This design comes from an exercise in tuning for small area and a short achievable clock period on the open sky130 flow, not from production work.
At most, simulation tests tie the RTL to the original design; equivalence was not proved.
Power is estimated from default activity; no workload was simulated.

## the reference run
// compute_array
module compute_array (
    input clk, clear,
    input [3:0] tile_opcode,
    input [63:0] value_a, value_b,
    output [63:0] wire_out
);
Size: roughly 2,800 cells after synthesis, ~66 flip-flops.
Settings: LEC_CHECK=0, CAP_MARGIN=20, CORE_MARGIN=2, CORE_UTILIZATION=40, SETUP_SLACK_MARGIN=2, SLEW_MARGIN=20; clock period 16.0 ns.
run.sh (not shown) runs the stock make flow with config.mk's settings and CLKGATE_MAP_FILE= SYNTH_SCRIPT=/design/flow/synth_recipe.tcl, a recipe that flattens the netlist after the stock synthesis.
Input changes introduced in the trial run (baseline for comparison: the reference run):
-- flow/design.v --
<<< the reference run, line 8
reg [15:0] R;
wire mac = opcode == 4'd15;
wire read = opcode == 4'd8;
wire arith = opcode[1:0] == 2'd3;           
wire isadd = opcode[2:0] == 3'd3;           
wire flagop = ~opcode[3] & (opcode[2:0] == 3'd4 | opcode[2:0] == 3'd5)
            | opcode[2:0] == 3'd6;           
wire eqop = opcode[2:0] == 3'd6;
wire minop = opcode == 4'd12;
wire maxop = opcode == 4'd13;
wire cacheOperand = ~clear & ~read & ~mac & cache_ok;
wire [15:0] x = input0;
wire [15:0] y = (cacheOperand | read) ? R : input1_wire;
wire rowsel = arith & ~isadd;
wire [15:0] xg = x & {16{rowsel}};
wire y0a = (y[0] | isadd) & arith;
wire [15:0] z = ({16{isadd}} & y) | ({16{mac & mac_last}} & R);
wire [15:0] ca = {x[15] ^ opcode[3], x[14:0]};
>>> the trial run, line 8
reg [15:0] R;
wire mac = opcode == 4'd15;
wire cacheOperand = ~clear & (opcode != 4'd8) & ~mac & cache_ok;
wire [15:0] x = input0;
wire [15:0] y = cacheOperand ? R : input1_wire;
wire isadd = opcode[2:0] == 3'd3;
wire [15:0] xg = x & {16{~isadd}};
wire y0a = y[0] | isadd;
wire [15:0] z = ({16{isadd}} & y) | ({16{mac & mac_last}} & R);
wire [15:0] ca = {x[15] ^ opcode[3], x[14:0]};
<<< the reference run, line 1145
assign lt = l549;
assign eq = e550;
wire t_and = opcode[2:0] == 3'd1;
wire t_x = opcode[2:0] == 3'd2 | (minop & lt) | (maxop & ~lt);
wire t_y = opcode[2:0] == 3'd2 | (minop & ~lt) | (maxop & lt) | read;
wire t_nx = opcode == 4'd0;
wire [15:0] g = (x & y & {16{t_and}}) | (x & {16{t_x}}) | (y & {16{t_y}})
              | (~x & {16{t_nx}});
wire bit0 = flagop & (eqop ? eq : lt);
wire [15:0] f = prod | g | {15'b0, bit0};
assign cellOut = f;
always @(posedge clk)
>>> the trial run, line 1137
assign lt = l549;
assign eq = e550;
reg [15:0] g;
always @* begin
    case (opcode[2:0])
    3'd0: g = opcode[3] ? R : ~x;
    3'd1: g = x & y;
    3'd2: g = x | y;
    3'd4: g = opcode[3] ? (lt ? x : y) : {15'b0, lt};
    3'd5: g = opcode[3] ? (lt ? y : x) : {15'b0, lt};
    3'd6: g = {15'b0, eq};
    default: g = 16'd0;
    endcase
end
wire [15:0] f = (opcode[1:0] == 2'd3) ? prod : g;
assign cellOut = f;
always @(posedge clk)
--- outcome ---
The flow did not stop early for the trial run: all stages ran, and the layout cleared the timing, DRC and antenna checks.
[compare] base=the reference run new=the trial run: non-filler instance count after layout saw an increase; highest attainable clock frequency saw an increase; non-clock inverter count in the final layout saw an increase; worst reg-to-reg path cell count saw an increase.
The trial run against the reference run; count of different cell masters after synthesis is up by more than 10%.
Going from the reference run to the trial run, actual transition at the worst max-transition pin saw an increase, data arrival time of the critical path saw a decrease, leakage power of the design saw an increase.
The trial run has number of placed instances with taps included above what the reference run had.
Of the trial run and the reference run, it is the trial run that has the higher setup slack.
Function was not checked in any run of this note: the RTL went through the layout flow alone.

== rev 12 ==
Another version of the RTL of compute_array (not shown whole).
Size: ~200 I/O pins.
Settings: LEC_CHECK=0, CAP_MARGIN=20, CORE_MARGIN=2, CORE_UTILIZATION=40, CTS_BUF_LIST=sky130_fd_sc_hd__clkbuf_8, SETUP_SLACK_MARGIN=3.7, SLEW_MARGIN=20, SYNTH_HIERARCHICAL=1, SYNTH_MINIMUM_KEEP_SIZE=0; clock period 16.0 ns.
standard.sh (not shown) runs the stock make flow with config.mk's settings and CLKGATE_MAP_FILE= SYNTH_SCRIPT=/design/flow/synth_recipe.tcl, a recipe that flattens the netlist after the stock synthesis.
==> flow/flow/run.sh <==
#!/bin/bash
# The standard layout (the standard.sh: standard synthesis, then ORFS to
# finish) with two changes:
# - the port buffers are sky130_fd_sc_hd__buf_1 cells in place of the delay
#   buffers buffer_ports picks by default;
# - before floorplanning, flow/downsize.tcl sets the combinational cells that
#   synthesis sized up back to drive strength 1 (repair sizes up again).
set -euo pipefail
here=$(pwd)
bash standard.sh synth > synth_flow.log 2>&1
bash standard.sh BUFFER_PORTS_ARGS="-buffer_cell sky130_fd_sc_hd__buf_1" \
    PRE_FLOORPLAN_TCL="$here/flow/downsize.tcl" finish > layout_flow.log 2>&1
==> flow/flow/downsize.tcl <==
# Before floorplanning: put every combinational cell that synthesis sized up
# back to its drive-strength-1 variant of the same function. The resizer's
# repair steps later size up again what slew, capacitance or timing need.
set db [ord::get_db]
set block [ord::get_db_block]
set n 0
foreach inst [$block getInsts] {
  set name [[$inst getMaster] getName]
  if { [regexp {^(sky130_fd_sc_hd__[a-z0-9]+)_([0-9]+)$} $name -> base drv] && $drv > 1 } {
    if { [string match "*__df*" $base] || [string match "*__sdf*" $base] || [string match "*__edf*" $base] } {
      continue
    }
    set master [$db findMaster ${base}_1]
    if { $master != "NULL" } {
      $inst swapMaster $master
      incr n
    }
  }
}
puts "downsize.tcl: $n instances set to drive strength 1"
Input changes introduced in rev 13 (baseline for comparison: rev 12):
diff --git a/flow/design.v b/flow/design.v
--- a/flow/design.v
+++ b/flow/design.v
@@ -384,13 +384,12 @@
 endmodule
 module computationTile (
 input clk, clear,
 input [3:0] opcode,
 input cache_ok, mac_last,
 input zeroed,
-input cy_in,
 input [15:0] input0, input1_wire,
 output [15:0] cellOut
 );
 reg [15:0] R;
 wire [15:0] x = input0;
 wire mac = opcode == 4'd15;
@@ -399,13 +398,13 @@
 wire isadd = opcode[2:0] == 3'd3;           
 wire flagop = ~opcode[3] & (opcode[2:0] == 3'd4 | opcode[2:0] == 3'd5)
             | opcode[2:0] == 3'd6;           
 wire eqop = opcode[2:0] == 3'd6;
 wire minop = opcode == 4'd12;
 wire maxop = opcode == 4'd13;
-wire cy = cy_in;
+wire cy = read | (cache_ok & ~clear & ~mac);
 wire [15:0] yn;
 genvar i;
 generate
     for (i = 0; i < 16; i = i + 1) begin: opnd
         cellMux2i ym(input1_wire[i], R[i], cy, yn[i]);
     end
@@ -956,17 +955,16 @@
     reg cache_ok, mac_last, zeroed;
     always @(posedge clk) begin
         cache_ok <= ~clear & (tile_opcode != 4'd8);
         mac_last <= ~clear & (tile_opcode == 4'd15);
         zeroed <= clear;
     end
-    wire cy = (tile_opcode == 4'd8) | (cache_ok & ~clear & (tile_opcode != 4'd15));
     generate
         genvar i;
         for(i = 0; i < TILES; i = i + 1) begin: ctl
-            computationTile tile_i(clk, clear, tile_opcode, cache_ok, mac_last, zeroed, cy,
+            computationTile tile_i(clk, clear, tile_opcode, cache_ok, mac_last, zeroed,
                 value_a[WORD_BITS*(i+1)-1:WORD_BITS*i],
                 value_b[WORD_BITS*(i+1)-1:WORD_BITS*i],
                 wire_out[WORD_BITS*(i+1)-1:WORD_BITS*i]
             );
         end
     endgenerate
[summary]
Relative to rev 12, the summed area of non-filler cells in the final layout measured on rev 13 has decreased slightly.
Insertion delay of the later-clocked pin in the worst-skew pair across rev 12 and rev 13: no real change.
Logic gate share of total power (rev 13 over rev 12): increase, 0.8 points
Compare rev 12 and rev 13 | wire length lower: rev 13
| total power | rev 13 vs rev 12 | worse |
The switching share of total power on rev 13 is in line with that on rev 12.
On first-pass GRT wire length, rev 13 tracks rev 12 almost exactly.
Combinational power (rev 13 over rev 12): increase, about 10%
Post-synthesis cell count was lower in the run labelled rev 12.
For rev 12, only the layout was checked, not whether the RTL still works.

compute_array, a different RTL version from the one above (not shown whole).
Size: about 2300 cells after synthesis, roughly 200 I/O pins.
==> flow/config.mk <==
export PLATFORM = sky130hd
export DESIGN_NAME = compute_array
export DESIGN_NICKNAME = compute_array
export VERILOG_FILES = /design/flow/design.v
export SDC_FILE = /design/flow/constraint.sdc
export NUM_CORES = 4
export LEC_CHECK = 0
export CAP_MARGIN = 20
export CORE_MARGIN = 2
export CORE_UTILIZATION = 40
export SETUP_SLACK_MARGIN = 3.7
export SLEW_MARGIN = 20
export SYNTH_HIERARCHICAL = 1
export SYNTH_MINIMUM_KEEP_SIZE = 0
==> flow/constraint.sdc <==
create_clock -name core_clock -period 16.0 [get_ports {clk}]
set_input_delay 3.2000 -clock core_clock [delete_from_list [all_inputs] [get_ports {clk}]]
set_output_delay 3.2000 -clock core_clock [all_outputs]
set_load 0.01 [all_outputs]
Scripts as last shown in full above: flow/flow/run.sh, flow/flow/downsize.tcl
The baseline passed the timing, DRC and antenna checks.
Next try:
--- a/flow/design.v
+++ b/flow/design.v
@@ -6,25 +6,22 @@
 assign out = s ? in1 : in0;
 endmodule
 module cellMux2i (input a0, a1, s, output y);
 assign y = ~(s ? a1 : a0);
 endmodule
 module cellNor2 (input a, b, output y);
 assign y = ~(a | b);
 endmodule
 module cellO22ai (input a1, a2, b1, b2, output y);
 assign y = ~((a1 | a2) & (b1 | b2));
 endmodule
-module cellA22oi (input a1, a2, b1, b2, output y);
-assign y = ~((a1 & a2) | (b1 & b2));
-endmodule
 module cellXor2 (input a, b, output y);
 assign y = a ^ b;
 endmodule
 module cellAnd2 (input a, b, output y);
 assign y = a & b;
 endmodule
 module resultBit (
 input x, yn, prod_n,
 input t_x_n, t_xy_n, t_y_n, t_nx_n,
 output f
 );
@@ -393,26 +390,23 @@
 reg [15:0] R;
 wire [15:0] x = input0;
 wire mac = opcode == 4'd15;
 wire read = opcode == 4'd8;
 wire arith = opcode[1:0] == 2'd3;           
 wire isadd = opcode[2:0] == 3'd3;           
 wire flagop = ~opcode[3] & (opcode[2:0] == 3'd4 | opcode[2:0] == 3'd5)
             | opcode[2:0] == 3'd6;           
 wire eqop = opcode[2:0] == 3'd6;
 wire minop = opcode == 4'd12;
 wire maxop = opcode == 4'd13;
-wire cy, cy_rn, cy_kn;
-assign cy_rn = ~read;
-assign cy_kn = ~(cache_ok & ~mac);
-cellO21ai cyg(cy_kn, clear, cy_rn, cy);
+wire cy = read | (cache_ok & ~clear & ~mac);
 wire [15:0] yn;
 genvar i;
 generate
     for (i = 0; i < 16; i = i + 1) begin: opnd
         cellMux2i ym(input1_wire[i], R[i], cy, yn[i]);
     end
 endgenerate
 wire rowsel = arith & ~isadd;
 wire [16:0] xe = {x, 1'b0};
 wire [7:0] one, two, neg, on, tn, ng;
 genvar k;
Outcome: Utilization went down by 0.40 points; worst setup slack gets better by 0.030 ns; flip-flop and latch count is unchanged; cell area shrinks by 0.65%; power increases by 3.9%; final cell count went down by 0.76%; combinational power is higher by about 6%; hold slack is worse by 0.012 ns; die area stays flat; clock power is lower by about 2%; clock-buffer cell count increases by 2.
No functional check of the RTL was part of the first run of this note.

re-timing with driven ports:
In the flow no input, the clock included, has a driving cell. The finished layouts below were timed again as built, in two steps. Step 1 assumes that a clkbuf_16 drives the clock port and a buf_2 every other input. Step 2 also shifts input and output timing later by t, the mid clock arrival at the registers, as if the neighbouring blocks saw the same clock. Slacks: ideal ports / drivers / drivers and shift; pairs: ideal ports / drivers.
| run | t (ns) | slack for setup (ns) | hold slack, ns | clock arrival spread, ns | worst register clock-pin slew, ns |
|---|---|---|---|---|---|
| the reference run | 0.451 | 2.240 / 2.154 / 2.154 | 0.778 / 0.778 / 0.778 | 0.021 / 0.021 | 0.08 / 0.08 |
| the trial run | 0.462 | 2.320 / 2.204 / 2.204 | 0.876 / 0.876 / 0.876 | 0.021 / 0.021 | 0.09 / 0.09 |
| rev 12 | 0.504 | 3.830 / 3.808 / 3.808 | 0.744 / 0.744 / 0.744 | 0.028 / 0.028 | 0.11 / 0.11 |
| rev 13 | 0.506 | 4.001 / 3.975 / 3.975 | 0.812 / 0.812 / 0.812 | 0.023 / 0.022 | 0.11 / 0.11 |
| the first run of note 3 | 0.434 | 3.975 / 3.927 / 3.927 | 0.815 / 0.815 / 0.815 | 0.012 / 0.012 | 0.08 / 0.08 |
| the second run of note 3 | 0.451 | 4.005 / 3.979 / 3.979 | 0.804 / 0.804 / 0.804 | 0.017 / 0.017 | 0.08 / 0.08 |
After both steps setup and hold are still met in every run listed. For the trial run, which loses most, drivers alone change the setup slack by -0.116 ns; drivers and shift together by -0.116 ns.
